What follows belongs to an exercise in optimizing a design on an open flow for small area, a short achievable clock period and few clock cycles per item; a production flow would make more cautious choices.
Function was checked by simulation only, so behaviour that the tests miss may differ from the original.
Power and IR drop assume default switching activity.

**design/flow/standard.sh**
```bash
#!/bin/bash
# synth_recipe.tcl (not shown) runs the flow's synth.tcl, then flattens the netlist and writes it again
# the make line also repeats each setting of config.mk as NAME=value (left out here)
make -C /OpenROAD-flow-scripts/flow DESIGN_CONFIG=/design/flow/config.mk WORK_HOME=/design/flow/orfs CLKGATE_MAP_FILE= SYNTH_SCRIPT=/design/flow/synth_recipe.tcl "${@:-finish}"
```
**design/flow/flow/abc_norm.script**
```
strash
dch
map -D 1500
topo
stime -c
buffer -c
upsize -c -D 1500
dnsize -c -D 1500
```
**design/flow/constraint.sdc**
```tcl
create_clock -name core_clock -period 10.0 [get_ports {clk}]
set_input_delay 2.0000 -clock core_clock [delete_from_list [all_inputs] [get_ports {clk}]]
set_output_delay 2.0000 -clock core_clock [all_outputs]
set_load 0.01 [all_outputs]
```
**design/flow/design.v**
```verilog
module division(input clk, input rst, input start, input [31:0] dividendo, divisor,
                output [31:0] cociente, residuo, output done);
reg [15:0] rem;       
reg [16:0] dv;        
reg [15:0] quo;       
reg        busy, done_r;
wire [16:0] dv0;
wire [8:0]  sel;
division_norm u_norm(.n_in(dividendo[15:0]), .d_in(divisor[15:0]),
                     .dv0(dv0), .sel(sel));
wire        imm = sel[0];
wire [15:0] mark;
genvar t;
generate for (t = 0; t < 8; t = t + 1) begin : g_mark
  assign mark[15 - 2*t] = 1'b0;
  assign mark[14 - 2*t] = sel[t + 1];
end endgenerate
wire        ge1, ge2;
wire [15:0] r1, r2;
division_step1 u_s1(.rem(rem), .dv(dv), .ge(ge1), .r(r1));
division_step2 u_s2(.rem(r1), .dv(dv[16:1]), .ge(ge2), .r(r2));
always @(posedge clk) begin
  done_r <= 1'b0;
  if (rst) begin
    busy <= 1'b0;
  end else if (!busy) begin
    if (start) begin
      if (imm)
        done_r <= 1'b1;
      else
        busy <= 1'b1;
    end
  end else if (quo[14]) begin
    busy   <= 1'b0;
    done_r <= 1'b1;
  end
end
always @(posedge clk) begin
  if (!busy) begin
    rem <= dividendo[15:0];
    dv  <= dv0;
    quo <= mark;
  end else begin
    rem <= r2;
    dv  <= {2'b0, dv[16:2]};
    quo <= {quo[13:0], ge1, ge2};
  end
end
assign cociente = {16'd0, quo[14:0], ge1};
assign residuo  = {17'd0, r1[14:0]};
assign done     = done_r;
endmodule
module division_norm(input [15:0] n_in, d_in, output reg [16:0] dv0,
                     output [8:0] sel);
wire [16:0] m2;
assign m2[0] = 1'b1;
genvar i, t;
generate for (i = 1; i < 17; i = i + 1) begin : g_m2
  assign m2[i] = |n_in[15:i-1];
end endgenerate
wire [9:0] tt;
assign tt[0] = 1'b1;
assign tt[9] = 1'b0;
generate for (t = 1; t < 9; t = t + 1) begin : g_tt
  wire [32:0] sd = {17'd0, d_in} << (2 * t);
  assign tt[t] = ~|(sd & ~{16'd0, m2});
end endgenerate
assign sel = tt[8:0] & ~tt[9:1];
integer k;
always @* begin
  dv0 = 17'd0;
  for (k = 0; k < 9; k = k + 1)
    dv0 = dv0 | ({17{sel[k]}} & ({1'b0, d_in} << (2 * k)));
end
endmodule
module division_step1(input [15:0] rem, input [16:0] dv, output ge, output [15:0] r);
assign ge = ~dv[16] && (rem >= dv[15:0]);
assign r  = ge ? rem - dv[15:0] : rem;
endmodule
module division_step2(input [15:0] rem, input [15:0] dv, output ge, output [15:0] r);
assign ge = rem >= dv;
assign r  = ge ? rem - dv : rem;
endmodule
```
**design/flow/flow/run.sh**
```bash
#!/bin/bash
# The standard layout (standard.sh) with these changes to how it is made:
# - synthesis keeps the three combinational modules apart until ABC maps
#   them, and ABC maps each module with its own delay-targeted,
#   area-recovering script (flow/abc_*.script: normalisation 1500 ps, first
#   step 1100 ps, second step 1800 ps, top 2500 ps), without the adder cell
#   step; the netlist is then flattened as in the standard synthesis;
# - ports are buffered with the smallest buffer;
# - repair_timing aims at setup margin 4 ns.
# Each ORFS step keeps its own log under orfs/logs; make's output goes to standard.log.
set -euo pipefail
F=$(pwd)/flow
bash standard.sh SETUP_SLACK_MARGIN=4 "BUFFER_PORTS_ARGS=-buffer_cell sky130_fd_sc_hd__buf_1" ADDER_MAP_FILE= \
  SYNTH_SCRIPT=$F/synth_mod.tcl "SYNTH_KEEP_MODULES=division_norm division_step1 division_step2" \
  "ABC_MODULES=division division_norm division_step1 division_step2" \
  CUSTOM_ABC_SCRIPT=$F/abc_top.script ABC_SCRIPT_division_norm=$F/abc_norm.script \
  ABC_SCRIPT_division_step1=$F/abc_step1.script ABC_SCRIPT_division_step2=$F/abc_step2.script \
  CORE_UTILIZATION=60 PLACE_DENSITY=0.75 finish > standard.log 2>&1
```
**design/flow/config.mk**
```make
export PLATFORM = sky130hd
export DESIGN_NAME = division
export DESIGN_NICKNAME = division
export VERILOG_FILES = /design/flow/design.v
export SDC_FILE = /design/flow/constraint.sdc
export NUM_CORES = 4
export LEC_CHECK = 0
export CAP_MARGIN = 20
export CORE_MARGIN = 2
export CORE_UTILIZATION = 40
export PLACE_DENSITY = 0.6
export SLEW_MARGIN = 20
```
**design/flow/flow/synth_mod.tcl**
```tcl
# The standard flow's synthesis script (ORFS synthesis without the fsm and share passes,
# flattened, function nets renamed).  ABC maps each module of ABC_MODULES
# (the top and the combinational modules kept by SYNTH_KEEP_MODULES) with its
# own delay-targeted script: ABC_SCRIPT_<module> if set, else CUSTOM_ABC_SCRIPT.
proc synth {args} { yosys synth -nofsm -noshare {*}$args }
proc abc {args} {
  set i [lsearch -exact $args -script]
  foreach m $::env(ABC_MODULES) {
    set key ABC_SCRIPT_$m
    set s $::env(CUSTOM_ABC_SCRIPT)
    if { [info exists ::env($key)] } { set s $::env($key) }
    set a [lreplace $args [expr {$i + 1}] [expr {$i + 1}] $s]
    yosys abc {*}$a $m
  }
}
source $::env(SCRIPTS_DIR)/synth.tcl
# left out here: clear keep_hierarchy, flatten, clean up, hide names made inside functions, write 1_2_yosys.v
```
**design/flow/flow/abc_step1.script**
```
strash
dch
map -D 1100
topo
stime -c
buffer -c
upsize -c -D 1100
dnsize -c -D 1100
```
**design/flow/flow/abc_step2.script**
```
strash
dch
map -D 1800
topo
stime -c
buffer -c
upsize -c -D 1800
dnsize -c -D 1800
```
**design/flow/flow/abc_top.script**
```
strash
dch
map -D 2500
topo
stime -c
buffer -c
upsize -c -D 2500
dnsize -c -D 2500
```
==> summary.txt, run 1 <==
* FF+latch count, synth at 50
* Initial antenna violation count at 0
* Most frequent cells in the layout: nand2_1 (228), inv_1 (118), nor2_1 (114), buf_1 (66), o21ai_0 (52)
* CP delay by family, top: simple AND/OR/NAND/NOR gates
* First-pass GRT wire length at 25.4 mm
* Combinational family with the most area after synthesis: simple AND/OR/NAND/NOR gates
* Chip Height at 97.0 microns
* Drt total wl at 15.5 mm
* Worst Path Max Fanout at 16
* CTS sink count at 50
* P per Cell Area at 206 nW/um^2
* # diodes at 0
* Number of gates resized after cts at 0
* Async SR Flop Fraction at 0%
* Initial DRC Count at 385
* Final HPWL DP at 12.2 mm
* Clock slew at reported path FFs at 0.10 ns
* Total GRT Usage at 31.9%
* CTS H-tree depth at 2
* Num CTS Buffers at 5
* Final Skew at 0.0116 ns
* Clock Path Buffers at 2
* Clock latency on the worst-skew pair at 0.30 ns
* Leakage power total at 2.61 nW
* CORE AREA at 8300 sq um
* Unrepaired setup endpoints after global routing: false
* Slowest stage delay, CP at 0.46 ns
* Kind of end point of the critical path: output port
* Syn Area/Cell at 5.93 sq um
* Fin Setup TNS at 0 ns
* Yosys warnings at 2
* Place WS at 5.45 ns
* Sequential cell area at 1000 sq um
* Clock power share at 10.5%
* Hold Path End: cociente[8]$_SDFF_PN0_
* Number of synthesized flops with an enable pin at 0
* Final Hold Viols at 0
* Grt ovf at 0
* Max-Cap Viols at 0
* Via count at 5903
* F_max at 0.215 GHz
* Fin crit period at 4.66 ns
* RR Endpoint: rem[15]$_DFF_P_
* Placer Congestion at 1.03
* Simple-Gate Fraction of Synth Area at 34.4%
* Die W at 97.0 microns
* Switching fraction of total power at 54.0%
* Logic pwr share at 67.4%
* Post-synthesis mux area share at 0%
* Worst EP required at 8.00 ns
* Post-DP Area at 5330 sq um
* Synth unique cells at 66
* Hold Path Depth at 2
* Post-Syn Area at 5190 sq um
* Post-DRT Antenna Nets at 0
* Fin util at 65.3%
* Fill cell count at 822
* Sw power at 0.604 mW
* Pint at 0.514 mW
* Worst r2r src: dv[8]$_DFF_P_
* Slew headroom at 48.9%
* Post-Syn Instances at 874
* Worst Reg-to-Reg Cells at 24
* Final WS setup at 5.34 ns
* Final worst-path cycle share at 46.6%
* Crit-path cells: inv_1 -> nand2_2 -> nand2_2 -> nor2_4 -> inv_2 -> nor3_2 -> nand4_1 -> o21ai_2 -> nand2_1 -> o21ai_0 -> buf_1
* Top post-synthesis cells by area: dfxtp_1 (19%), nand2_1 (17%), inv_1 (8.5%)
* Seq pwr share at 22.1%
* PortBufs at 66
* Root buffer cell: clkbuf_8
* Largest net degree at the start of global routing at 46
* Post-CTS Hold Fix Bufs at 0
* Hold_ws at 0.418 ns
* WP buf/inv at 3
* Max-slew violations at 0
* Status: finished clean
* Post-CTS setup buffers at 0
* Min-delay src: cociente[6]$_SDFF_PN0_
* Finish-stage setup viols at 0
* Initial Utilization at 62.5%
* Worst Path Arrival at 2.66 ns
* Most common cell after layout, fill and taps aside: nand2_1
* Dominant synthesized flop cell: dfxtp_1
* Worst VDD drop at 0.0000799 V
* Layout cells sized above 1 at 8.44%
* Critical path class: flop to output port
* Post-synthesis xor/xnor area fraction at 3.69%
* Post-synthesis sequential area ratio at 19.3%
* # nets final at 991
* R2R setup slack at 5.65 ns
* IO Pins at 132
* Total Die Area at 9400 sq um
* P&R area growth vs syn at 4.56%
* Number of global-route vias before repair at 5521
* Leading area contributor after synthesis: dfxtp_1
* Finished Cell Area at 5420 sq um
* Synth Area in Compound Gates at 25.3%
* Most used cell, CP: nand2_2
* Worst-Margin Slew at 0.766 ns
* Adder-cell share of the synthesized area at 0%
* Critical Path Start Type: flop
* Pre-antenna DRT Iters at 5
* CTS tree: built
* WL/cell at 15.0 microns
* Slowest CP cell: o21ai_0
* Vias per cell at 5.74
* Area of the multi-input gates at 3430 sq um
* # rows at 33
* Post-synth top area share at 19.3%
* Hold Path Class: flop to flop
* Post-route DRC at 0
-- layer usage --
metal	vias up	share of wire, %	wire length (microns)	global-route usage [%]
met5	-	0	0	0
li1	2881	-	-	-
met1	2633	41	6400	40.3
met2	327	46	7180	54.6
met3	62	8.1	1260	3.47
met4	0	4.0	618	14.3
-- state kept, by name (all words and copies together), names as in the netlist --
name      count
dv           17
rem          16
cociente     15
busy          1
done_r        1
-- cells by family (layout without fill, tap and decap cells) --
logic type                count (synthesis)  count (layout)
buffers and inverters                   192             210
xor gates and xnor gates                 21              21
and+or+nand+nor                         416             416
DFF                                      50              50
other                                     1              33
AOI/OAI and AO/OA                       194             194
-- how the worst max path moves through the flow --
| stage | slack [ns] | endpoint | from | depth (start not counted) |
|---|---|---|---|---|
| after floorplan | 6.28 | dv[11]$_DFF_P_ | dividendo[10] | 13 |
| after global placement | 5.40 | dv[7]$_DFF_P_ | dividendo[15] | 13 |
| after detailed placement | 5.45 | dv[7]$_DFF_P_ | dividendo[15] | 13 |
| after CTS | 5.35 | residuo[5] | dv[8]$_DFF_P_ | 11 |
| after global routing | 5.06 | residuo[5] | dv[8]$_DFF_P_ | 11 |
| final | 5.34 | residuo[5] | dv[8]$_DFF_P_ | 11 |
-- per-stage QoR --
stage               instances  power (mW)
floorplan                 906       0.839
global placement         1021       0.958
detailed placement       1022       0.980
CTS                      1029        1.10
global route             1029        1.23
finish                   1029        1.12
-- synthesized netlist by cell type, types with 2 or more instances --
cell       instances
a21oi_2            2
nor2_4             4
inv_2             16
nand4_1            3
xor2_1            12
nor2_2             5
o22ai_1           21
buf_4             36
buf_2              2
a21oi_1           37
a311oi_1           3
xnor2_1            8
nor2_1           114
buf_6              3
nand2_4            2
o221ai_1          10
nand2_1          228
o211ai_1           2
inv_1            118
nand2_2            8
nand3b_1           3
clkbuf_1          14
o22ai_2            2
nor3_1            19
a22oi_1            7
nand3_1           20
a2111oi_2          2
o21ai_2            9
o2111ai_1         10
dfxtp_1           50
nor3_2             2
o21bai_1           2
o21ai_0           52
a211oi_1           3
a221oi_1           5
o21ai_1            9
o221ai_2           2
-- layout make-up --
cell class	instances	share of cell area [%]
Clock buffer	5	1.27
Clock inverter	2	0.254
Inverter	135	9.34
Multi-Input combinational cell	664	63.3
Sequential cell	50	18.5
Tap cell	105	2.42
Timing Repair Buffer	68	4.98
-- power groups by stage --
stage | clock network (mW) | logic (mW) | registers [mW]
global placement | 0 | 0.707 | 0.250
detailed placement | 0 | 0.729 | 0.251
floorplan | 0 | 0.594 | 0.245
CTS | 0.119 | 0.733 | 0.247
global route | 0.127 | 0.852 | 0.251
finish | 0.117 | 0.754 | 0.247
-- worst min-delay path, cell delays in order, from the launching register on --
cell	delay, ns
dfxtp_1	0.32
inv_1	0.04
nor2_1	0.03
-- Yosys stat by module, one instance, submodules excluded --
module / cells inside / flip-flops and latches
division: 237 / 50
division_step1: 225 / 0
division_norm: 186 / 0
division_step2: 226 / 0
Testbench counts, summed over its fixed seeds: cycles 12,906, items 4,000.
==> run 2, diff against run 1 <==
--- a/design/flow/flow/run.sh
+++ b/design/flow/flow/run.sh
@@ -8,3 +8,3 @@
 # - ports are buffered with the smallest buffer;
-# - repair_timing aims at setup margin 4 ns.
+# - repair_timing aims at setup margin 5.3 ns.
 # Each ORFS step keeps its own log under orfs/logs; make's output goes to standard.log.
@@ -12,3 +12,3 @@
 F=$(pwd)/flow
-bash standard.sh SETUP_SLACK_MARGIN=4 "BUFFER_PORTS_ARGS=-buffer_cell sky130_fd_sc_hd__buf_1" ADDER_MAP_FILE= \
+bash standard.sh SETUP_SLACK_MARGIN=5.3 "BUFFER_PORTS_ARGS=-buffer_cell sky130_fd_sc_hd__buf_1" ADDER_MAP_FILE= \
   SYNTH_SCRIPT=$F/synth_mod.tcl "SYNTH_KEEP_MODULES=division_norm division_step1 division_step2" \
@@ -17,2 +17,2 @@
   ABC_SCRIPT_division_step1=$F/abc_step1.script ABC_SCRIPT_division_step2=$F/abc_step2.script \
-  CORE_UTILIZATION=60 PLACE_DENSITY=0.75 finish > standard.log 2>&1
+   finish > standard.log 2>&1
==> run 2 against run 1 <==
- clock-buffer cell count is the same
- core utilization shrank 21 points
- hold slack improved by 0.00077 ns
- worst setup slack better by 0.17 ns
- die area rose by 48%
- critical path type is now input pin to flop
- largest cell class unchanged
- sequential cell count unchanged
==> summary.txt, run 2 <==
* Logic pwr share at 63.9%
* # rows at 41
* Area of the multi-input gates at 3420 sq um
* Most common cell after layout, fill and taps aside: nand2_1
* Initial DRC Count at 427
* CTS H-tree depth at 2
* First-pass GRT wire length at 24.9 mm
* Async SR Flop Fraction at 0%
* Top-count cell post-synth: nand2_1
* Via count at 5637
* Num CTS Buffers at 5
* Clock latency on the worst-skew pair at 0.30 ns
* Final worst-path cycle share at 44.9%
* Initial Utilization at 41.1%
* Final WS setup at 5.51 ns
* # diodes at 0
* Max-Cap Viols at 0
* Clock slew at reported path FFs at 0.06 ns
* Post-route DRC at 0
* Pint at 0.560 mW
* Fill cell count at 1438
* Hold Path Depth at 2
* Worst Path Arrival at 4.72 ns
* Post-DRT Antenna Nets at 0
* RR Endpoint: rem[15]$_DFF_P_
* CORE AREA at 12600 sq um
* CP delay by family, top: compound AO/OA/AOI/OAI gates
* Kind of end point of the critical path: flop
* Die W at 118 microns
* PortBufs at 66
* Largest net degree at the start of global routing at 45
* Drt total wl at 15.4 mm
* Layout cells sized above 1 at 8.75%
* Top post-synthesis cells by area: dfxtp_1 (19%), nand2_1 (17%), inv_1 (8.5%)
* Number of synthesized flops with an enable pin at 0
* WL/cell at 14.0 microns
* Leading area contributor after synthesis: dfxtp_1
* Unrepaired setup endpoints after global routing: false
* Place WS at 5.28 ns
* Slowest stage delay, CP at 0.48 ns
* Fin Setup TNS at 0 ns
* IO Pins at 132
* Slew headroom at 59.9%
* Total GRT Usage at 21.7%
* Placer Congestion at 0.959
* Final Skew at 0.0117 ns
* Hold Path End: cociente[12]$_SDFF_PN0_
* Slowest CP cell: a221oi_1
* CTS tree: built
* Clock power share at 14.6%
* Dominant synthesized flop cell: dfxtp_1
* Worst Path Max Fanout at 12
* Worst r2r src: dv[8]$_DFF_P_
* Sequential cell area at 1000 sq um
* P per Cell Area at 209 nW/um^2
* Fin crit period at 4.49 ns
* Hold_ws at 0.419 ns
* Worst VDD drop at 0.0000711 V
* Top reg by flops: dv
* Synth unique cells at 66
* Most frequent cells in the layout: nand2_1 (227), inv_1 (118), nor2_1 (114), buf_1 (66), dfxtp_1 (50)
* Post-CTS setup buffers at 0
* Number of global-route vias before repair at 5028
* Hold Path Class: flop to flop
* CTS sink count at 50
* Leakage power total at 2.64 nW
* Total Die Area at 13900 sq um
* Worst Reg-to-Reg Cells at 24
* Most used cell, CP: nand2_1
* FF+latch count, synth at 50
* Finish-stage setup viols at 0
* Largest register FFs at 17
* Worst-Margin Slew at 0.601 ns
* Root buffer cell: clkbuf_16
* P&R area growth vs syn at 7.24%
* Clock Path Buffers at 2
* Critical Path Start Type: input pin
* Post-synth top area share at 19.3%
* Pre-antenna DRT Iters at 5
* Max-slew violations at 0
* Final Hold Viols at 0
* F_max at 0.223 GHz
* Chip Height at 118 microns
* Final HPWL DP at 12.3 mm
* Post-Syn Area at 5190 sq um
* Crit-path cells: buf_1 -> inv_1 -> a221oi_1 -> o211ai_1 -> a2111oi_2 -> nand2_2 -> nor2_4 -> inv_2 -> o22ai_1 -> a21oi_1 -> o21ai_1 -> nand2_1 -> nand2_1
* Seq pwr share at 21.4%
* Initial antenna violation count at 0
* Post-Syn Instances at 874
* Grt ovf at 0
* Vias per cell at 5.13
* WP buf/inv at 3
* Critical path class: input pin to flop
* Syn Area/Cell at 5.93 sq um
* Post-synthesis sequential area ratio at 19.3%
* Yosys warnings at 2
* Fin util at 44.1%
* Worst EP required at 10.24 ns
* Min-delay src: cociente[10]$_SDFF_PN0_
* Status: finished clean
* # nets final at 992
* R2R setup slack at 6.01 ns
* Top cells by count, synth: nand2_1 (228), inv_1 (118), nor2_1 (114), o21ai_0 (52), dfxtp_1 (50)
* Switching fraction of total power at 51.8%
* Sw power at 0.602 mW
-- run 2: cell counts after synthesis --
No cell type changed its count.
-- run 2: worst min-delay path, stage by stage, from the launching register on --
cell,delay [ns]
dfxtp_1,0.31
inv_1,0.04
nor2_1,0.03
-- run 2: timing repair --
action	in CTS	in global routing
gates resized for setup	0	5
hold buffers	0	0
setup endpoints to repair	0	5
-- run 2: through the flow --
stage               power [mW]  instances  instance area (sq um)
global placement         0.988       1090                   5410
finish                    1.16       1098                   5560
detailed placement       0.988       1090                   5410
floorplan                0.839        906                   5310
CTS                       1.16       1098                   5560
global route              1.28       1098                   5560
-- run 2: worst max-delay path by stage --
| stage | slack, ns | cells after the start | start | to |
|---|---|---|---|---|
| global route | 5.32 | 13 | dividendo[15] | dv[7]$_DFF_P_ |
| CTS | 5.32 | 11 | dv[8]$_DFF_P_ | residuo[5] |
| floorplan | 6.28 | 13 | dividendo[10] | dv[11]$_DFF_P_ |
| detailed placement | 5.28 | 13 | dividendo[15] | dv[7]$_DFF_P_ |
| global placement | 5.23 | 13 | dividendo[15] | dv[7]$_DFF_P_ |
| finish | 5.51 | 13 | dividendo[15] | dv[7]$_DFF_P_ |
-- run 2: metal layers --
metal | routed length [microns] | GRT usage, % | part of all wire (%) | up-vias
met1 | 7070 | 29.9 | 46 | 2498
li1 | - | - | - | 2890
met3 | 907 | 1.31 | 5.9 | 34
met2 | 6980 | 35.8 | 45 | 215
met5 | 0 | 0 | 0 | -
met4 | 439 | 8.21 | 2.9 | 0
-- run 2: power by group through the flow --
stage | clock, mW | combinational, mW | sequential (mW)
finish | 0.170 | 0.743 | 0.249
global route | 0.180 | 0.848 | 0.252
CTS | 0.173 | 0.738 | 0.248
detailed placement | 0 | 0.735 | 0.253
global placement | 0 | 0.735 | 0.253
floorplan | 0 | 0.594 | 0.245
-- run 2: Yosys stat by module, one instance, submodules excluded --
module	times used	flip-flops and latches	cell area, sq um
division	1	50	1840
division_step1	1	0	1170
division_norm	1	0	1160
division_step2	1	0	1010
-- run 2: kinds of logic after synthesis --
kind of cell	after synthesis	share of synthesized area, %
xor+xnor	21	3.69
flops	50	19.3
simple gates	416	34.4
other cells	1	0.0723
compound gates	194	25.3
buf+inv	192	17.2
-- run 2: final cells by class --
cell class / count / area share [%]
Multi-Input combinational cell: 664 / 61.5
Sequential cell: 50 / 18.0
Inverter: 135 / 9.11
Timing Repair Buffer: 69 / 4.86
Tap cell: 172 / 3.87
Clock buffer: 5 / 2.25
Clock inverter: 3 / 0.382
==> run 3, diff against run 2 <==
--- a/design/flow/flow/run.sh
+++ b/design/flow/flow/run.sh
@@ -8,3 +8,3 @@
 # - ports are buffered with the smallest buffer;
-# - repair_timing aims at setup margin 5.3 ns.
+# - repair_timing aims at setup margin 6 ns.
 # Each ORFS step keeps its own log under orfs/logs; make's output goes to standard.log.
@@ -12,3 +12,3 @@
 F=$(pwd)/flow
-bash standard.sh SETUP_SLACK_MARGIN=5.3 "BUFFER_PORTS_ARGS=-buffer_cell sky130_fd_sc_hd__buf_1" ADDER_MAP_FILE= \
+bash standard.sh SETUP_SLACK_MARGIN=6 "BUFFER_PORTS_ARGS=-buffer_cell sky130_fd_sc_hd__buf_1" ADDER_MAP_FILE= \
   SYNTH_SCRIPT=$F/synth_mod.tcl "SYNTH_KEEP_MODULES=division_norm division_step1 division_step2" \
==> run 3 against run 2 <==
- still clean
- sequential share of layout area down 2.1 points
- via count up 6.4%
- total power up 17%
- combinational power up 25%
- clock skew up 0.0011 ns
- core utilization up 8.4 points
- hold slack about the same
- die area unchanged
- sequential power up 3%
- critical endpoint is now residuo[1]
- largest power group unchanged
- highest routed layer unchanged
==> summary.txt, run 3 <==
* Initial DRC Count at 403
* CTS sink count at 50
* Layout cells sized above 1 at 25.8%
* P per Cell Area at 205 nW/um^2
* Vias per cell at 5.22
* Slowest stage delay, CP at 0.40 ns
* Clock Path Buffers at 2
* # diodes at 0
* Yosys warnings at 2
* Final Hold Viols at 0
* Syn Area/Cell at 5.93 sq um
* Num CTS Buffers at 5
* Fin util at 52.5%
* Final worst-path cycle share at 42.5%
* Max-Cap Viols at 0
* Placer Congestion at 0.959
* CTS tree: built
* Clock slew at reported path FFs at 0.07 ns
* Dominant synthesized flop cell: dfxtp_1
* Post-CTS Hold Fix Bufs at 0
* CORE AREA at 12600 sq um
* Seq pwr share at 18.9%
* # rows at 41
* Drt total wl at 16.8 mm
* WP buf/inv at 3
* Largest register FFs at 17
* Post-Syn Instances at 874
* Sw power at 0.685 mW
* Critical Path Start Type: flop
* CP delay by family, top: simple AND/OR/NAND/NOR gates
* F_max at 0.235 GHz
* Number of synthesized flops with an enable pin at 0
* Pre-antenna DRT Iters at 7
* CTS H-tree depth at 2
* Critical path class: flop to output port
* Fin crit period at 4.25 ns
* Slew headroom at 60.7%
* Post-synthesis sequential area ratio at 19.3%
* P&R area growth vs syn at 27.7%
* Clock power share at 12.5%
* Root buffer cell: clkbuf_16
* Place WS at 5.28 ns
* Top-count cell post-synth: nand2_1
* IO Pins at 132
* Leading area contributor after synthesis: dfxtp_1
* Status: finished clean
* Post-route DRC at 0
* Post-DRT Antenna Nets at 0
* Finished Cell Area at 6620 sq um
* Hold Path Class: flop to flop
* First-pass GRT wire length at 26.6 mm
* Post-Syn Area at 5190 sq um
* Final Skew at 0.0129 ns
* Largest net degree at the start of global routing at 45
* # nets final at 1043
* PortBufs at 66
* Most common cell after layout, fill and taps aside: nand2_1
* Number of global-route vias before repair at 5431
* WL/cell at 14.6 microns
* Crit-path cells: inv_4 -> nand2_4 -> nand2_4 -> buf_6 -> nor3_4 -> nand4_1 -> o21ai_4 -> and2_4 -> nand3b_1 -> o21ai_4 -> buf_2
* Grt ovf at 0
* Final HPWL DP at 12.3 mm
* Chip Height at 118 microns
* Switching fraction of total power at 50.5%
* Kind of end point of the critical path: output port
* Fill cell count at 1330
* Via count at 6000
* Fin Setup TNS at 0 ns
* Top cells by count, synth: nand2_1 (228), inv_1 (118), nor2_1 (114), o21ai_0 (52), dfxtp_1 (50)
* Worst VDD drop at 0.0000728 V
* Worst Path Arrival at 2.25 ns
* Post-DP Area at 5410 sq um
* Worst-Margin Slew at 0.589 ns
* Async SR Flop Fraction at 0%
* Worst EP required at 8.00 ns
* Pint at 0.672 mW
* Top reg by flops: dv
* Synth unique cells at 66
* Clock latency on the worst-skew pair at 0.30 ns
* Initial Utilization at 41.1%
* FF+latch count, synth at 50
* Final WS setup at 5.75 ns
* Total GRT Usage at 23.3%
* Post-synth top area share at 19.3%
* Leakage power total at 3.05 nW
* Most frequent cells in the layout: nand2_1 (215), inv_1 (112), nor2_1 (97), buf_1 (52), buf_4 (43)
* Die W at 118 microns
* Top post-synthesis cells by area: dfxtp_1 (19%), nand2_1 (17%), inv_1 (8.5%)
* Max-slew violations at 0
* Slowest CP cell: dfxtp_4
* Worst Path Max Fanout at 7
* Unrepaired setup endpoints after global routing: true
* Total Die Area at 13900 sq um
* Logic pwr share at 68.6%
* Finish-stage setup viols at 0
* Initial antenna violation count at 0
[run 3: cell counts after synthesis]
No cell type changed its count.
[run 3: routing by layer]
metal / global-route usage (%) / share of wire (%)
met2: 38.0 / 46
met5: 0 / 0
met3: 1.45 / 6.6
met4: 10.8 / 3.8
met1: 31.4 / 43
[run 3: area by class of cell]
type / count / area (sq um) / area share [%]
multi-input cells: 665 / 3950 / 59.6
flip-flops and latches: 50 / 1050 / 15.9
repair buffers: 119 / 743 / 11.2
inverters: 135 / 515 / 7.78
well taps: 172 / 215 / 3.25
clock buffers: 5 / 125 / 1.89
clock inverters: 3 / 21.3 / 0.321
[run 3: cell families (layout without fill, tap and decap cells)]
| kind of cell | count (synthesis) | count (layout) | share of synthesized area, % |
|---|---|---|---|
| buf+inv | 192 | 262 | 17.2 |
| other cells | 1 | 33 | 0.0723 |
| flops | 50 | 50 | 19.3 |
| compound gates | 194 | 194 | 25.3 |
| xor+xnor | 21 | 21 | 3.69 |
| simple gates | 416 | 417 | 34.4 |
[run 3: timing repair]
| action | in CTS | in global routing |
|---|---|---|
| endpoints found under the hold margin | 0 | 0 |
| pin swaps | 20 | 21 |
| resized for setup | 108 | 86 |
| endpoints found under the setup margin | 37 | 44 |
| setup buffers | 38 | 12 |
| cloned | 1 | 0 |
[run 3: path summary, 6_finish.rpt]
kind         depth (start not counted)  slack (ns)                       to                    start
max                                 11        5.75               residuo[1]           dv[11]$_DFF_P_
max reg2reg                         24        6.30           rem[2]$_DFF_P_           dv[11]$_DFF_P_
min reg2reg                          2        0.42  cociente[12]$_SDFF_PN0_  cociente[10]$_SDFF_PN0_
min                                  2        0.42  cociente[12]$_SDFF_PN0_  cociente[10]$_SDFF_PN0_
[run 3: metrics by stage]
step | hold WS (ns) | power [mW] | instances
after floorplan | 0.447 | 0.839 | 906
after global placement | 0.406 | 0.988 | 1090
after detailed placement | 0.413 | 0.988 | 1090
after CTS | 0.422 | 1.28 | 1137
after global routing | 0.437 | 1.47 | 1149
final | 0.419 | 1.36 | 1149
[run 3: Yosys stat by module (local to each module, per instance)]
module,cell area [sq um],cells inside
division_step2,1010,226
division_norm,1160,186
division,1840,237
division_step1,1170,225
[run 3: power by group through the flow]
stage / sequential [mW] / clock [mW] / combinational, mW
after global routing: 0.260 / 0.180 / 1.03
after global placement: 0.253 / 0 / 0.735
after detailed placement: 0.253 / 0 / 0.735
final: 0.257 / 0.169 / 0.931
after CTS: 0.254 / 0.173 / 0.850
after floorplan: 0.245 / 0 / 0.594
[run 3: worst min-delay path, stage by stage (launching register included)]
cell and delay [ns]:
dfxtp_1 0.31, inv_1 0.04, nor2_1 0.03
==> run 4, diff against run 3 <==
--- a/design/flow/flow/run.sh
+++ b/design/flow/flow/run.sh
@@ -8,3 +8,3 @@
 # - ports are buffered with the smallest buffer;
-# - repair_timing aims at setup margin 6 ns.
+# - repair_timing aims at setup margin 5.45 ns.
 # Each ORFS step keeps its own log under orfs/logs; make's output goes to standard.log.
@@ -12,3 +12,3 @@
 F=$(pwd)/flow
-bash standard.sh SETUP_SLACK_MARGIN=6 "BUFFER_PORTS_ARGS=-buffer_cell sky130_fd_sc_hd__buf_1" ADDER_MAP_FILE= \
+bash standard.sh SETUP_SLACK_MARGIN=5.45 "BUFFER_PORTS_ARGS=-buffer_cell sky130_fd_sc_hd__buf_1" ADDER_MAP_FILE= \
   SYNTH_SCRIPT=$F/synth_mod.tcl "SYNTH_KEEP_MODULES=division_norm division_step1 division_step2" \
==> run 4 against run 3 <==
- total power shrank 14%
- synthesized area did not move
- clock skew down 0.00076 ns
- die area stayed put
- cell count fell by 4.1%
- core utilization shrank 8.1 points
- still clean
- largest cell class unchanged
- sequential cell count is the same
==> summary.txt, run 4 <==
* Post-CTS Hold Fix Bufs at 0
* Worst EP required at 8.00 ns
* Critical path class: flop to output port
* Layout cells sized above 1 at 9.68%
* CTS H-tree depth at 2
* CTS tree: built
* Total GRT Usage at 21.7%
* Top-count cell post-synth: nand2_1
* Area of the multi-input gates at 3430 sq um
* Post-Syn Area at 5190 sq um
* Critical Path Start Type: flop
* Slew headroom at 59.3%
* CORE AREA at 12600 sq um
* Top reg by flops: dv
* Syn Area/Cell at 5.93 sq um
* Post-route DRC at 0
* Number of synthesized flops with an enable pin at 0
* Status: finished clean
* Max-slew violations at 0
* # diodes at 0
* Clock Path Buffers at 2
* Most common cell after layout, fill and taps aside: nand2_1
* Fin crit period at 4.43 ns
* PortBufs at 66
* Num CTS Buffers at 5
* F_max at 0.226 GHz
* Fin Setup TNS at 0 ns
* Sequential cell area at 1000 sq um
* Worst Path Max Fanout at 17
* FF+latch count, synth at 50
* Kind of end point of the critical path: output port
* Worst VDD drop at 0.0000712 V
* Placer Congestion at 0.959
* Max-Cap Viols at 0
* Leakage power total at 2.66 nW
* Leading area contributor after synthesis: dfxtp_1
* Unrepaired setup endpoints after global routing: true
* Initial Utilization at 41.1%
* First-pass GRT wire length at 24.9 mm
* Root buffer cell: clkbuf_16
* Hold Path Class: flop to flop
* Async SR Flop Fraction at 0%
* Via count at 5643
* Post-Syn Instances at 874
* Final worst-path cycle share at 44.3%
* Synth unique cells at 66
* Pre-antenna DRT Iters at 5
* Initial DRC Count at 378
* P per Cell Area at 210 nW/um^2
* Post-synthesis sequential area ratio at 19.3%
* Worst Path Arrival at 2.43 ns
* Top post-synthesis cells by area: dfxtp_1 (19%), nand2_1 (17%), inv_1 (8.5%)
* Yosys warnings at 2
* Largest net degree at the start of global routing at 45
* Finish-stage setup viols at 0
* Total Die Area at 13900 sq um
* # rows at 41
* Clock slew at reported path FFs at 0.06 ns
* Dominant synthesized flop cell: dfxtp_1
* Die W at 118 microns
* Final Skew at 0.0121 ns
* Clock latency on the worst-skew pair at 0.30 ns
* Chip Height at 118 microns
* Final HPWL DP at 12.3 mm
* Initial antenna violation count at 0
* Post-DRT Antenna Nets at 0
* Top cells by count, synth: nand2_1 (228), inv_1 (118), nor2_1 (114), o21ai_0 (52), dfxtp_1 (50)
* # nets final at 996
* Fill cell count at 1437
* Largest register FFs at 17
* Number of global-route vias before repair at 5028
* Grt ovf at 0
* Most frequent cells in the layout: nand2_1 (227), inv_1 (118), nor2_1 (114), buf_1 (65), dfxtp_1 (48)
* Worst-Margin Slew at 0.610 ns
* Post-synth top area share at 19.3%
* Total power at 1.17 mW
* WL/cell at 14.0 microns
* Final Hold Viols at 0
* Vias per cell at 5.12
* Drt total wl at 15.5 mm
* IO Pins at 132
* CTS sink count at 50
* P&R area growth vs syn at 8.03%
## run 4: cell counts after synthesis
No cell type changed its count.
## run 4: repair_timing
action / in CTS / in global routing
pin swaps: 0 / 1
setup endpoints to repair: 4 / 14
buffers inserted: 0 / 4
hold endpoints to repair: 0 / 0
gates resized for setup: 3 / 8
## run 4: final timing paths
path	startpoint	slack [ns]	cells after the start	endpoint
min reg2reg	cociente[10]$_SDFF_PN0_	0.42	2	cociente[12]$_SDFF_PN0_
max reg2reg	dv[8]$_DFF_P_	5.99	24	rem[15]$_DFF_P_
max	dv[8]$_DFF_P_	5.57	12	residuo[8]
min	cociente[10]$_SDFF_PN0_	0.42	2	cociente[12]$_SDFF_PN0_
## run 4: logic make-up (layout without fill, tap and decap cells)
logic type,after synthesis,in the layout,synth area share [%]
compound gates,194,194,25.3
simple gates,416,416,34.4
flops,50,50,19.3
xor+xnor,21,21,3.69
other cells,1,33,0.0723
buf+inv,192,216,17.2
## run 4: worst max-delay path, cell delays in order, from the launching register on
cell and delay (ns):
dfxtp_1 0.44, inv_1 0.08, nand2_2 0.10, nand2_2 0.10
nor2_4 0.12, inv_2 0.05, nor3_2 0.16, nand4_1 0.13
o21ai_2 0.18, and2_4 0.31, o21ai_0 0.15, o21ai_2 0.12
buf_1 0.19
## run 4: metrics by stage
stage / hold slack (ns) / worst slack, ns / cells / cell area, sq um / util, %
after floorplan: 0.447 / 6.28 / 906 / 5310 / -
final: 0.419 / 5.57 / 1102 / 5600 / 44.4
after CTS: 0.422 / 5.53 / 1098 / 5560 / 44.1
after global routing: 0.437 / 5.42 / 1102 / 5600 / 44.4
after detailed placement: 0.413 / 5.28 / 1090 / 5410 / 42.9
after global placement: 0.406 / 5.23 / 1090 / 5410 / 42.9
## run 4: modules after synthesis, one instance, submodules excluded
module	cells inside	cell area, sq um
division	237	1840
division_step2	226	1010
division_step1	225	1170
division_norm	186	1160
## run 4: cell type report
class	count	area share [%]
clock buffer	5	2.23
multi-input combinational	664	61.2
timing repair buffer	73	5.38
sequential	50	17.9
clock inverter	3	0.380
tap	172	3.84
inverter	135	9.04
## run 4: routing by layer
| layer | share of wire (%) | up-vias | track usage, % |
|---|---|---|---|
| met1 | 46 | 2505 | 29.9 |
| met5 | 0 | - | 0 |
| met4 | 2.6 | 0 | 8.21 |
| met2 | 45 | 209 | 35.8 |
| li1 | - | 2899 | - |
| met3 | 5.8 | 30 | 1.31 |
## run 4: where the power goes
group	total (mW)	leakage, nW	switching (mW)	internal [mW]
Combinational	0.755	2.18	0.502	0.252
Sequential	0.250	0.416	0.0265	0.223
Clock	0.170	0.0698	0.0771	0.0927
Total	1.17	2.66	0.606	0.568
==> run 5, diff against run 4 <==
--- a/design/flow/flow/run.sh
+++ b/design/flow/flow/run.sh
@@ -8,3 +8,3 @@
 # - ports are buffered with the smallest buffer;
-# - repair_timing aims at setup margin 5.45 ns.
+# - repair_timing aims at setup margin 5.8 ns.
 # Each ORFS step keeps its own log under orfs/logs; make's output goes to standard.log.
@@ -12,3 +12,3 @@
 F=$(pwd)/flow
-bash standard.sh SETUP_SLACK_MARGIN=5.45 "BUFFER_PORTS_ARGS=-buffer_cell sky130_fd_sc_hd__buf_1" ADDER_MAP_FILE= \
+bash standard.sh SETUP_SLACK_MARGIN=5.8 "BUFFER_PORTS_ARGS=-buffer_cell sky130_fd_sc_hd__buf_1" ADDER_MAP_FILE= \
   SYNTH_SCRIPT=$F/synth_mod.tcl "SYNTH_KEEP_MODULES=division_norm division_step1 division_step2" \
==> run 5 against run 4 <==
- sequential power up 2%
- cell count up 2.1%
- register-to-register slack better by 0.20 ns
- sequential share of layout area down 0.86 points
- highest routed layer unchanged
- non-clock buffer count up 22
==> summary.txt, run 5 <==
* Critical Path Start Type: flop
* Area of the multi-input gates at 3680 sq um
* Final WS setup at 5.74 ns
* Grt ovf at 0
* Finish-stage setup viols at 0
* Most used cell, CP: o21ai_4
* Kind of end point of the critical path: output port
* Layout cells sized above 1 at 18.9%
* Post-DRT Antenna Nets at 0
* Critical path class: flop to output port
* Placer Congestion at 0.959
* First-pass GRT wire length at 25.6 mm
* Status: finished clean
* P per Cell Area at 210 nW/um^2
* PortBufs at 66
* # diodes at 0
* CORE AREA at 12600 sq um
* F_max at 0.235 GHz
* Initial DRC Count at 450
* Clock Path Buffers at 2
* Post-Syn Area at 5190 sq um
* Crit path from: rem[9]$_DFF_P_
* Clock latency on the worst-skew pair at 0.30 ns
* Crit-path cells: xor2_4 -> nor2_4 -> inv_2 -> nor3_4 -> nand4_1 -> o21ai_4 -> and2_4 -> nand3b_1 -> o21ai_4 -> buf_2
* Initial Utilization at 41.1%
* Worst r2r src: rem[9]$_DFF_P_
* Leading area contributor after synthesis: dfxtp_1
* Synth unique cells at 66
* Leakage power total at 2.86 nW
* Fill cell count at 1390
* Worst-Margin Slew at 0.568 ns
* Unrepaired setup endpoints after global routing: true
* Worst Path Arrival at 2.26 ns
* Largest net degree at the start of global routing at 45
* CTS sink count at 50
* IO Pins at 132
* Total power at 1.27 mW
* Post-synthesis sequential area ratio at 19.3%
* Sequential cell area at 1030 sq um
* Clock slew at reported path FFs at 0.07 ns
* FF+latch count, synth at 50
* Top reg by flops: dv
* # rows at 41
* Number of synthesized flops with an enable pin at 0
* # nets final at 1019
* Largest register FFs at 17
* Total GRT Usage at 22.4%
* Root buffer cell: clkbuf_16
* Initial antenna violation count at 0
* Top post-synthesis cells by area: dfxtp_1 (19%), nand2_1 (17%), inv_1 (8.5%)
* Min-delay src: cociente[10]$_SDFF_PN0_
* Place WS at 5.28 ns
* Worst Path Max Fanout at 7
* Post-Syn Instances at 874
* P&R area growth vs syn at 17.0%
* Dominant synthesized flop cell: dfxtp_1
* Final Hold Viols at 0
* Slew headroom at 62.2%
* Num CTS Buffers at 5
* Hold Path Class: flop to flop
* Chip Height at 118 microns
* Fin Setup TNS at 0 ns
* CTS tree: built
* Via count at 5892
* Total Die Area at 13900 sq um
* Post-route DRC at 0
* WP buf/inv at 2
* Worst VDD drop at 0.0000721 V
* Slowest CP cell: dfxtp_4
* Post-synth top area share at 19.3%
* Vias per cell at 5.24
* Top-count cell post-synth: nand2_1
* Max-Cap Viols at 0
* Syn Area/Cell at 5.93 sq um
* Drt total wl at 16.3 mm
* Worst EP required at 8.00 ns
* Async SR Flop Fraction at 0%
* Most frequent cells in the layout: nand2_1 (221), inv_1 (115), nor2_1 (103), buf_1 (57), o21ai_0 (41)
* CP delay by family, top: simple AND/OR/NAND/NOR gates
* Fin crit period at 4.26 ns
* Top cells by count, synth: nand2_1 (228), inv_1 (118), nor2_1 (114), o21ai_0 (52), dfxtp_1 (50)
* WL/cell at 14.5 microns
* Final worst-path cycle share at 42.6%
* Slowest stage delay, CP at 0.37 ns
* Number of global-route vias before repair at 5188
* Most common cell after layout, fill and taps aside: nand2_1
* Yosys warnings at 2
* Final HPWL DP at 12.3 mm
* Pre-antenna DRT Iters at 7
* Max-slew violations at 0
* Final Skew at 0.0105 ns
* Die W at 118 microns
* Post-CTS Hold Fix Bufs at 0
* CTS H-tree depth at 2
[run 5: cell counts after synthesis]
Identical to the previous run, type by type.
[run 5: final timing paths]
check	endpoint	slack, ns	depth (start not counted)
worst max register to register	rem[2]$_DFF_P_	6.19	23
worst min-delay path	cociente[12]$_SDFF_PN0_	0.42	2
worst min register to register	cociente[12]$_SDFF_PN0_	0.42	2
worst max-delay path	residuo[1]	5.74	10
[run 5: worst min-delay path: stages (launching register included)]
cell and delay (ns):
dfxtp_1 0.31, inv_1 0.04, nor2_1 0.03
[run 5: area by class of cell]
type	count	share of cell area [%]
Tap cell	172	3.55
Multi-Input combinational cell	665	60.6
Timing Repair Buffer	95	8.02
Inverter	135	8.39
Clock inverter	3	0.350
Sequential cell	50	17.0
Clock buffer	5	2.06
[run 5: timing repair]
| action | CTS | global route |
|---|---|---|
| cloned | 1 | 0 |
| pin swaps | 10 | 10 |
| buffers inserted | 14 | 12 |
| gates resized for setup | 61 | 45 |
| endpoints found under the setup margin | 27 | 36 |
[run 5: logic make-up after synthesis]
| family | after synthesis | synth area share, % |
|---|---|---|
| AO/OA/AOI/OAI | 194 | 25.3 |
| XOR/XNOR | 21 | 3.69 |
| buffers and inverters | 192 | 17.2 |
| flip-flops | 50 | 19.3 |
| other | 1 | 0.0723 |
| AND/OR/NAND/NOR | 416 | 34.4 |
[run 5: per-stage QoR]
| step | util [%] | std cells | hold WS (ns) | area [sq um] |
|---|---|---|---|---|
| after floorplan | - | 906 | 0.447 | 5310 |
| after detailed placement | 42.9 | 1090 | 0.413 | 5410 |
| after global routing | 48.1 | 1125 | 0.437 | 6070 |
| after CTS | 46.0 | 1113 | 0.422 | 5810 |
| final | 48.1 | 1125 | 0.419 | 6070 |
| after global placement | 42.9 | 1090 | 0.406 | 5410 |
[run 5: where the power goes]
part	internal [mW]	leakage, nW	total, mW	switching [mW]
Sequential	0.226	0.419	0.254	0.0280
Combinational	0.305	2.37	0.852	0.548
Clock	0.0927	0.0698	0.168	0.0758
Total	0.623	2.86	1.27	0.651
[run 5: per-layer routing]
layer  vias up  global-route usage [%]  share of wire (%)
li1       2949                       -                  -
met2       257                    36.7                 45
met3        45                    1.41                6.4
met4         0                    9.26                3.3
met1      2641                    30.4                 45
met5         -                       0                  0
[run 5: Yosys stat by module, one instance, submodules excluded]
module | flip-flops and latches | cells | cell area (sq um)
division_step2 | 0 | 226 | 1010
division_norm | 0 | 186 | 1160
division | 50 | 237 | 1840
division_step1 | 0 | 225 | 1170
==> run 6, diff against run 5 <==
--- a/design/flow/flow/run.sh
+++ b/design/flow/flow/run.sh
@@ -8,3 +8,3 @@
 # - ports are buffered with the smallest buffer;
-# - repair_timing aims at setup margin 5.8 ns.
+# - repair_timing aims at setup margin 5.6 ns.
 # Each ORFS step keeps its own log under orfs/logs; make's output goes to standard.log.
@@ -12,3 +12,3 @@
 F=$(pwd)/flow
-bash standard.sh SETUP_SLACK_MARGIN=5.8 "BUFFER_PORTS_ARGS=-buffer_cell sky130_fd_sc_hd__buf_1" ADDER_MAP_FILE= \
+bash standard.sh SETUP_SLACK_MARGIN=5.6 "BUFFER_PORTS_ARGS=-buffer_cell sky130_fd_sc_hd__buf_1" ADDER_MAP_FILE= \
   SYNTH_SCRIPT=$F/synth_mod.tcl "SYNTH_KEEP_MODULES=division_norm division_step1 division_step2" \
@@ -17,2 +17,2 @@
   ABC_SCRIPT_division_step1=$F/abc_step1.script ABC_SCRIPT_division_step2=$F/abc_step2.script \
-   finish > standard.log 2>&1
+  CORE_UTILIZATION=60 PLACE_DENSITY=0.75 finish > standard.log 2>&1
==> run 6 against run 5 <==
- synthesized area did not move
- register-to-register slack worse by 0.33 ns
- first-iteration DRC count is 2.9% higher
- critical path depth is 2 higher
- sequential power is 2% lower
- critical endpoint is now residuo[12]
==> summary.txt, run 6 <==
* Status: finished clean
* Clock power share at 9.9%
* Kind of end point of the critical path: output port
* Met3 Wirelength at 1.35 mm
* Hold Path Class: flop to flop
* Top post-synthesis cells by area: dfxtp_1 (19%), nand2_1 (17%), inv_1 (8.5%)
* Post-route DRC at 0
* Total Die Area at 9400 sq um
* # diodes at 0
* Post-synthesis sequential area ratio at 19.3%
* Largest net degree at the start of global routing at 46
* M1 WL at 6.47 mm
* Critical path class: flop to output port
* CTS tree: built
* P per Cell Area at 209 nW/um^2
* Syn Area/Cell at 5.93 sq um
* Top reg by flops: dv
* Clock Path Buffers at 2
* # rows at 33
* CTS H-tree depth at 2
* CTS sink count at 50
* Leakage power total at 2.69 nW
* Pre-antenna DRT Iters at 6
* Leading area contributor after synthesis: dfxtp_1
* Number of global-route vias before repair at 5557
* Most common cell after layout, fill and taps aside: nand2_1
* Seq pwr share at 21.2%
* Layout cells sized above 1 at 12.7%
* Sequential cell area at 1020 sq um
* Top cells by count, synth: nand2_1 (228), inv_1 (118), nor2_1 (114), o21ai_0 (52), dfxtp_1 (50)
* Top Layer Used: met4
* Initial antenna violation count at 0
* First-pass GRT wire length at 25.5 mm
* Max-slew violations at 0
* Initial DRC Count at 463
* Number of synthesized flops with an enable pin at 0
* P&R area growth vs syn at 8.44%
* Chip Height at 97.0 microns
* Switching fraction of total power at 53.8%
* Fin crit period at 4.37 ns
* Grt ovf at 0
* Top-count cell post-synth: nand2_1
* Num CTS Buffers at 5
* Hold Path Depth at 2
* Clock slew at reported path FFs at 0.10 ns
* Dominant synthesized flop cell: dfxtp_1
* Worst EP required at 8.00 ns
* Area of the multi-input gates at 3550 sq um
* Post-synth top area share at 19.3%
* Post-DRT Antenna Nets at 0
* Post-Syn Instances at 874
* F_max at 0.229 GHz
* Via count at 6010
* Total GRT Usage at 32.0%
* Post-Syn Area at 5190 sq um
* Drt total wl at 16.1 mm
* Sw power at 0.632 mW
* Logic pwr share at 68.9%
* Max-Cap Viols at 0
* Finish-stage setup viols at 0
* Final Hold Viols at 0
* Fin util at 67.8%
* Critical Path Start Type: flop
* Vias per cell at 5.80
* CORE AREA at 8300 sq um
* IO Pins at 132
* Worst Path Arrival at 2.37 ns
* Yosys warnings at 2
* Clock latency on the worst-skew pair at 0.30 ns
* Slew headroom at 48.9%
* Final HPWL DP at 12.2 mm
* Worst-Margin Slew at 0.766 ns
* Fill cell count at 785
* FF+latch count, synth at 50
* WL/cell at 15.5 microns
* Most frequent cells in the layout: nand2_1 (226), inv_1 (118), nor2_1 (110), buf_1 (62), o21ai_0 (43)
* Final worst-path cycle share at 43.7%
* Async SR Flop Fraction at 0%
* Worst Path Max Fanout at 7
* Root buffer cell: clkbuf_8
* Die W at 97.0 microns
* Fin Setup TNS at 0 ns
* Final Skew at 0.00827 ns
* Initial Utilization at 62.5%
* Pint at 0.542 mW
* Unrepaired setup endpoints after global routing: true
* Worst Reg-to-Reg Cells at 23
* # nets final at 999
* Synth unique cells at 66
* Worst VDD drop at 0.0000784 V
* Largest register FFs at 17
* PortBufs at 66
* WL met2 at 7.56 mm
* Placer Congestion at 1.03
-- run 6: cell counts after synthesis --
No cell type changed its count.
-- run 6: worst paths after layout --
check        slack [ns]              startpoint                      to
max                5.63          dv[11]$_DFF_P_             residuo[12]
min                0.42  cociente[6]$_SDFF_PN0_  cociente[8]$_SDFF_PN0_
max reg2reg        5.86          dv[11]$_DFF_P_          rem[1]$_DFF_P_
min reg2reg        0.42  cociente[6]$_SDFF_PN0_  cociente[8]$_SDFF_PN0_
-- run 6: layer usage --
| metal | up-vias | track usage, % |
|---|---|---|
| li1 | 2900 | - |
| met1 | 2674 | 40.3 |
| met2 | 351 | 55.0 |
| met3 | 85 | 3.47 |
| met4 | 0 | 14.3 |
| met5 | - | 0 |
-- run 6: Yosys stat by module, one instance, submodules excluded --
module | cells inside | area [sq um] | flip-flops and latches | times used
division | 237 | 1840 | 50 | 1
division_step1 | 225 | 1170 | 0 | 1
division_norm | 186 | 1160 | 0 | 1
division_step2 | 226 | 1010 | 0 | 1
-- run 6: metrics by stage --
step | std cells | hold slack, ns | instance area, sq um | power (mW) | setup slack [ns]
2_1_floorplan | 906 | 0.447 | 5310 | 0.839 | 6.28
3_3_place_gp | 1021 | 0.404 | 5310 | 0.958 | 5.40
3_5_place_dp | 1022 | 0.409 | 5330 | 0.980 | 5.45
4_1_cts | 1031 | 0.419 | 5430 | 1.11 | 5.60
5_1_grt | 1037 | 0.432 | 5620 | 1.28 | 5.51
6_report | 1037 | 0.420 | 5620 | 1.17 | 5.63
-- run 6: cells by family (layout without fill, tap and decap cells) --
logic type,Yosys count,count (layout),share of synthesized area (%)
and+or+nand+nor,416,417,34.4
AOI/OAI and AO/OA,194,194,25.3
buffers and inverters,192,217,17.2
DFF,50,50,19.3
xor gates and xnor gates,21,21,3.69
other,1,33,0.0723
-- run 6: layout make-up --
| class | count | area share, % |
|---|---|---|
| flip-flops and latches | 50 | 18.1 |
| inverters | 135 | 9.01 |
| repair buffers | 75 | 5.94 |
| multi-input cells | 665 | 63.2 |
| well taps | 105 | 2.34 |
| clock buffers | 5 | 1.22 |
| clock inverters | 2 | 0.245 |
-- run 6: timing repair --
item | CTS | global route
pin swaps | 1 | 3
gates cloned | 0 | 1
hold buffers | 0 | 0
gates resized for setup | 10 | 43
endpoints found under the setup margin | 21 | 37
setup buffers | 2 | 5
-- run 6: worst max-delay path: stages (launching register included) --
cell and delay (ns):
dfxtp_2 0.37, inv_2 0.06, nand2_1 0.14, nand2_4 0.16
o21ai_2 0.08, a21oi_2 0.20, nor3_2 0.06, nor3_2 0.20
o21ai_4 0.11, and2_4 0.19, buf_4 0.14, o21ai_2 0.16
buf_1 0.18
-- run 6: power groups by stage --
stage | sequential (mW) | combinational, mW | clock (mW)
CTS | 0.247 | 0.740 | 0.119
global route | 0.253 | 0.904 | 0.126
floorplan | 0.245 | 0.594 | 0
detailed placement | 0.251 | 0.729 | 0
global placement | 0.250 | 0.707 | 0
finish | 0.250 | 0.809 | 0.116
==> run 7, diff against run 6 <==
--- a/design/flow/flow/run.sh
+++ b/design/flow/flow/run.sh
@@ -17,2 +17,2 @@
   ABC_SCRIPT_division_step1=$F/abc_step1.script ABC_SCRIPT_division_step2=$F/abc_step2.script \
-  CORE_UTILIZATION=60 PLACE_DENSITY=0.75 finish > standard.log 2>&1
+   finish > standard.log 2>&1
==> run 7 against run 6 <==
- still clean
- clock-buffer cell count unchanged
- register-to-register slack better by 0.19 ns
- worst setup slack better by 0.044 ns
- cell count up 6.4%
- fmax up 1.0%
- total power up 2.0%
- synthesized cell count unchanged
- combinational power down 4.0%
- core utilization down 23 points
- critical endpoint is now residuo[1]
==> summary.txt, run 7 <==
* Status: finished clean
* Final HPWL DP at 12.3 mm
* Root buffer cell: clkbuf_16
* Via count at 5754
* Hold Path Class: flop to flop
* Post-Syn Area at 5190 sq um
* Yosys warnings at 2
* Num CTS Buffers at 5
* Final Hold Viols at 0
* Largest net degree at the start of global routing at 45
* Kind of end point of the critical path: output port
* Placed cells at 1090
* Worst Path Max Fanout at 7
* Post-Layout Cell Count at 1103
* WL/cell at 14.3 microns
* CORE AREA at 12600 sq um
* Hold_ws at 0.419 ns
* Total GRT Usage at 21.7%
* Post-DRT Antenna Nets at 0
* Initial antenna violation count at 0
* Most frequent cells in the layout: nand2_1 (224), inv_1 (118), nor2_1 (113), buf_1 (60), o21ai_0 (46)
* Post-synthesis xor/xnor area fraction at 3.69%
* Number of synthesized flops with an enable pin at 0
* Top cells by count, synth: nand2_1 (228), inv_1 (118), nor2_1 (114), o21ai_0 (52), dfxtp_1 (50)
* Die W at 118 microns
* CTS tree: built
* IO Pins at 132
* Top reg by flops: dv
* Post-synthesis sequential area ratio at 19.3%
* # diodes at 0
* Number of global-route vias before repair at 5043
* Top-count cell post-synth: nand2_1
* F_max at 0.231 GHz
* First-pass GRT wire length at 25.0 mm
* Post-route DRC at 0
* Worst VDD drop at 0.0000713 V
* CTS sink count at 50
* Synth unique cells at 66
* Fin crit period at 4.32 ns
* Grt ovf at 0
* Clock latency on the worst-skew pair at 0.30 ns
* P per Cell Area at 210 nW/um^2
* Largest register FFs at 17
* Critical Path Start Type: flop
* Final worst-path cycle share at 43.2%
* CTS H-tree depth at 2
* Fin Setup TNS at 0 ns
* Vias per cell at 5.22
* Initial DRC Count at 538
* # rows at 41
* Unrepaired setup endpoints after global routing: true
* Top post-synthesis cells by area: dfxtp_1 (19%), nand2_1 (17%), inv_1 (8.5%)
* Pre-antenna DRT Iters at 5
* Syn Area/Cell at 5.93 sq um
* Post-synthesis mux area share at 0%
* Max-slew violations at 0
* Combinational family with the most area after synthesis: simple AND/OR/NAND/NOR gates
* Worst EP required at 8.00 ns
* Simple-Gate Fraction of Synth Area at 34.4%
* Final Skew at 0.0117 ns
* Leakage power total at 2.70 nW
* Post-synth top area share at 19.3%
* Chip Height at 118 microns
* Worst Path Arrival at 2.32 ns
* Async SR Flop Fraction at 0%
* Fill cell count at 1427
* # nets final at 997
* Total Die Area at 13900 sq um
* Leading area contributor after synthesis: dfxtp_1
* Finish-stage setup viols at 0
* Worst-Margin Slew at 0.598 ns
* Clock slew at reported path FFs at 0.07 ns
* Slew headroom at 60.1%
* Initial Utilization at 41.1%
* Max-Cap Viols at 0
* P&R area growth vs syn at 9.77%
* Layout cells sized above 1 at 12.7%
* FF+latch count, synth at 50
* Adder-cell share of the synthesized area at 0%
* Placer Congestion at 0.959
* Most common cell after layout, fill and taps aside: nand2_1
* PortBufs at 66
* Post-Syn Instances at 874
* Drt total wl at 15.8 mm
* Synth Area in Compound Gates at 25.3%
* Dominant synthesized flop cell: dfxtp_1
* Clock Path Buffers at 2
* Critical path class: flop to output port
run 7: cell counts after synthesis:
Identical to the previous run, type by type.
run 7: report_power, final:
part | internal (mW) | leakage [nW] | switching [mW] | total [mW]
sequential | 0.224 | 0.417 | 0.0266 | 0.251
clock | 0.0927 | 0.0698 | 0.0770 | 0.170
combinational | 0.261 | 2.21 | 0.516 | 0.777
run 7: metrics by stage:
stage / utilization [%] / setup WS [ns] / power, mW / area, sq um
final: 45.1 / 5.68 / 1.20 / 5690
after global routing: 45.1 / 5.49 / 1.32 / 5690
after CTS: 44.2 / 5.59 / 1.17 / 5580
after detailed placement: 42.9 / 5.28 / 0.988 / 5410
after global placement: 42.9 / 5.23 / 0.988 / 5410
after floorplan: - / 6.28 / 0.839 / 5310
run 7: cell type report:
type	count	area, sq um	share of cell area [%]
Multi-Input combinational cell	665	3500	61.5
Sequential cell	50	1020	17.9
Inverter	135	507	8.90
Timing Repair Buffer	73	308	5.41
Tap cell	172	215	3.78
Clock buffer	5	125	2.20
Clock inverter	3	21.3	0.374
run 7: repair_timing:
action                                  CTS  global route
setup buffers                             2             2
cloned                                    0             1
pin swaps                                 1             4
hold buffers                              0             0
resized for setup                         6            38
endpoints found under the setup margin   15            20
run 7: path summary, 6_finish.rpt:
path / slack (ns) / cells after the start / from / end
setup / recovery: 5.68 / 12 / dv[14]$_DFF_P_ / residuo[1]
hold / removal: 0.42 / 2 / cociente[10]$_SDFF_PN0_ / cociente[12]$_SDFF_PN0_
setup reg to reg: 6.05 / 24 / dv[14]$_DFF_P_ / rem[15]$_DFF_P_
hold reg to reg: 0.42 / 2 / cociente[10]$_SDFF_PN0_ / cociente[12]$_SDFF_PN0_
run 7: per-layer routing:
| layer | track usage [%] | part of all wire (%) | vias up |
|---|---|---|---|
| met3 | 1.31 | 5.8 | 43 |
| li1 | - | - | 2907 |
| met2 | 35.6 | 45 | 223 |
| met4 | 8.51 | 3.2 | 0 |
| met5 | 0 | 0 | - |
| met1 | 29.9 | 46 | 2581 |
run 7: cell families after synthesis:
group,after synthesis
AO/OA/AOI/OAI,194
XOR/XNOR,21
buffers and inverters,192
other,1
flip-flops,50
AND/OR/NAND/NOR,416
run 7: per-module statistics from Yosys, one instance, submodules excluded:
module | area [sq um] | times used | cells | flops+latches
division | 1840 | 1 | 237 | 50
division_step1 | 1170 | 1 | 225 | 0
division_step2 | 1010 | 1 | 226 | 0
division_norm | 1160 | 1 | 186 | 0
run 7: worst max-delay path, stage by stage, from the launching register on:
cell and delay (ns):
dfxtp_1 0.45, inv_1 0.06, nand2_1 0.09, nand2_1 0.09, inv_1 0.15, nand2_1 0.09, nor3_1 0.24, nor3_2 0.09
o21ai_4 0.10, and2_4 0.24, nand3b_1 0.11, o21ai_2 0.12, buf_1 0.18
==> run 8, diff against run 7 <==
--- a/design/flow/flow/run.sh
+++ b/design/flow/flow/run.sh
@@ -4,7 +4,7 @@
 #   them, and ABC maps each module with its own delay-targeted,
-#   area-recovering script (flow/abc_*.script: normalisation 1500 ps, first
-#   step 1100 ps, second step 1800 ps, top 2500 ps), without the adder cell
+#   area-recovering script (flow/abc_*.script: normalisation 1800 ps, first
+#   step 1200 ps, second step 1800 ps, top 3000 ps), without the adder cell
 #   step; the netlist is then flattened as in the standard synthesis;
 # - ports are buffered with the smallest buffer;
-# - repair_timing aims at setup margin 5.6 ns.
+# - repair_timing aims at setup margin 4 ns.
 # Each ORFS step keeps its own log under orfs/logs; make's output goes to standard.log.
@@ -12,3 +12,3 @@
 F=$(pwd)/flow
-bash standard.sh SETUP_SLACK_MARGIN=5.6 "BUFFER_PORTS_ARGS=-buffer_cell sky130_fd_sc_hd__buf_1" ADDER_MAP_FILE= \
+bash standard.sh SETUP_SLACK_MARGIN=4 "BUFFER_PORTS_ARGS=-buffer_cell sky130_fd_sc_hd__buf_1" ADDER_MAP_FILE= \
   SYNTH_SCRIPT=$F/synth_mod.tcl "SYNTH_KEEP_MODULES=division_norm division_step1 division_step2" \
==> design/flow/flow/abc_norm.script (replaced) <==
strash
dch
map -D 1800
topo
stime -c
buffer -c
upsize -c -D 1800
dnsize -c -D 1800
==> design/flow/flow/abc_step1.script (replaced) <==
strash
dch
map -D 1200
topo
stime -c
buffer -c
upsize -c -D 1200
dnsize -c -D 1200
==> design/flow/flow/abc_top.script (replaced) <==
strash
dch
map -D 3000
topo
stime -c
buffer -c
upsize -c -D 3000
dnsize -c -D 3000
--- a/design/flow/config.mk
+++ b/design/flow/config.mk
@@ -11,2 +11,3 @@
 export PLACE_DENSITY = 0.6
+export SETUP_SLACK_MARGIN = 4
 export SLEW_MARGIN = 20
==> run 8 against run 7 <==
- still clean
- first-iteration DRC count shrank 41%
- fmax down 11%
- sequential share of layout area up 0.43 points
- hold slack better by 0.0035 ns
- clock-buffer cell count is 1 higher
- clock power hardly changed
- largest cell class unchanged
==> summary.txt, run 8 <==
* Pre-antenna DRT Iters at 5
* Post-CTS Hold Fix Bufs at 0
* Fin util at 43.9%
* CP delay by family, top: compound AO/OA/AOI/OAI gates
* Slowest stage delay, CP at 0.56 ns
* Yosys warnings at 2
* Final HPWL DP at 12.4 mm
* WL/cell at 14.1 microns
* Pint at 0.567 mW
* Drt total wl at 15.5 mm
* Switching fraction of total power at 51.7%
* Hold Path Class: flop to flop
* Post-route DRC at 0
* P&R area growth vs syn at 8.03%
* Largest register FFs at 17
* Total Die Area at 13600 sq um
* Fin Setup TNS at 0 ns
* Top cells by count, synth: nand2_1 (224), nor2_1 (138), inv_1 (132), dfxtp_1 (50), o21ai_0 (43)
* Kind of end point of the critical path: output port
* Critical path class: flop to output port
* Top-count cell post-synth: nand2_1
* Initial antenna violation count at 0
* CTS tree: built
* Unrepaired setup endpoints after global routing: false
* Via count at 5542
* R2R setup slack at 5.58 ns
* Slowest CP cell: o21ai_0
* Place WS at 5.36 ns
* Clock latency on the worst-skew pair at 0.29 ns
* FF+latch count, synth at 50
* Most frequent cells in the layout: nand2_1 (224), nor2_1 (138), inv_1 (132), buf_1 (66), dfxtp_1 (50)
* Top post-synthesis cells by area: dfxtp_1 (20%), nand2_1 (17%), nor2_1 (10%)
* Hold Path Depth at 2
* Min-delay src: cociente[6]$_SDFF_PN0_
* Vias per cell at 5.04
* Crit-path cells: nor2_1 -> nor2_1 -> inv_1 -> nor2_1 -> a31oi_2 -> o311ai_2 -> nand2_4 -> o21ai_0 -> buf_1
* Post-synth top area share at 19.8%
* Fill cell count at 1426
* Clock power share at 14.2%
* Slew headroom at 59.2%
* WP buf/inv at 2
* Post-synthesis sequential area ratio at 19.8%
* Crit path from: dv[5]$_DFF_P_
* Clock slew at reported path FFs at 0.07 ns
* Async SR Flop Fraction at 0%
* Number of synthesized flops with an enable pin at 0
* CTS sink count at 50
* Worst EP required at 8.00 ns
* Chip Height at 117 microns
* IO Pins at 132
* Num CTS Buffers at 5
* RR Endpoint: rem[15]$_DFF_P_
* Initial Utilization at 40.6%
* # rows at 41
* Clock Path Buffers at 2
* Total power at 1.17 mW
* Post-CTS setup buffers at 0
* Syn Area/Cell at 5.81 sq um
* Status: finished clean
* Worst r2r src: dv[5]$_DFF_P_
* # diodes at 0
* Logic pwr share at 64.6%
* Number of global-route vias before repair at 5021
* Post-Syn Area at 5060 sq um
* Final worst-path cycle share at 48.5%
* Seq pwr share at 21.2%
* Post-DRT Antenna Nets at 0
* PortBufs at 66
* Leading area contributor after synthesis: dfxtp_1
* Critical Path Start Type: flop
* Sw power at 0.607 mW
run 8: cell types whose count changed in the layout (fill, tap and decap cells not counted), moves of 10 or more:
cell / delta
dfxtp_1: +11
nor2_1: +25
inv_2: -10
inv_1: +14
dfxtp_2: -10
run 8: worst max-delay path by stage:
stage | endpoint | slack [ns] | depth (start not counted)
after floorplan | residuo[5] | 6.20 | 7
after global placement | dv[10]$_DFF_P_ | 5.31 | 12
after detailed placement | dv[10]$_DFF_P_ | 5.36 | 12
after CTS | residuo[5] | 5.15 | 8
after global routing | residuo[1] | 4.90 | 13
final | residuo[5] | 5.15 | 9
run 8: worst reg2reg max path: stages, from the launching register on:
cell	delay [ns]
dfxtp_1	0.44
nor2_1	0.11
nor2_1	0.19
inv_1	0.10
nor2_1	0.19
a31oi_2	0.18
o311ai_2	0.32
nand2_4	0.27
o21ai_0	0.57
inv_1	0.12
nor2_1	0.14
nor2_1	0.07
inv_1	0.08
nor2_1	0.06
inv_1	0.09
nor3_1	0.05
a221oi_1	0.54
nor2_1	0.13
a2111oi_2	0.28
xnor2_1	0.18
a21oi_1	0.09
nand2_1	0.07
nand2_1	0.06
run 8: layout make-up:
class / count / area, sq um / share of cell area, %
multi-input cells: 660 / 3320 / 60.6
flip-flops and latches: 50 / 1000 / 18.3
inverters: 140 / 527 / 9.63
repair buffers: 69 / 270 / 4.94
well taps: 172 / 215 / 3.93
clock buffers: 6 / 129 / 2.36
clock inverters: 2 / 13.8 / 0.252
run 8: power groups by stage:
stage / registers [mW] / clock network, mW / logic [mW]
finish: 0.249 / 0.167 / 0.758
global route: 0.253 / 0.179 / 0.873
CTS: 0.248 / 0.171 / 0.759
detailed placement: 0.253 / 0 / 0.755
global placement: 0.253 / 0 / 0.754
floorplan: 0.245 / 0 / 0.603
run 8: logic make-up after synthesis:
kind of cell | synth area share, %
flops | 19.8
xor+xnor | 4.32
simple gates | 34.5
buf+inv | 17.3
other cells | 0.0740
compound gates | 24.1
run 8: modules after synthesis, one instance, submodules excluded:
module / flops+latches / times used / cell area (sq um)
division_norm: 0 / 1 / 1110
division: 50 / 1 / 1840
division_step2: 0 / 1 / 1010
division_step1: 0 / 1 / 1100
run 8: routing by layer:
layer	part of all wire [%]	global-route usage, %
met3	7.1	2.96
met2	44	36.3
met4	4.1	11.3
met1	45	31.4
met5	0	0
run 8: metrics by stage:
step           hold slack, ns  area, sq um  instances
2_1_floorplan           0.447         5180        903
5_1_grt                 0.440         5470       1099
4_1_cts                 0.426         5470       1099
6_report                0.423         5470       1099
3_5_place_dp            0.414         5330       1091
3_3_place_gp            0.406         5330       1091

Re-timed with assumed drivers on the ports (clkbuf_16 on the clock, buf_2 on other inputs), run 8 has 5.106 ns of setup slack against 5.145 ns with ideal ports, and 5.282 ns once port delays also move by the mid clock arrival of 0.325 ns.
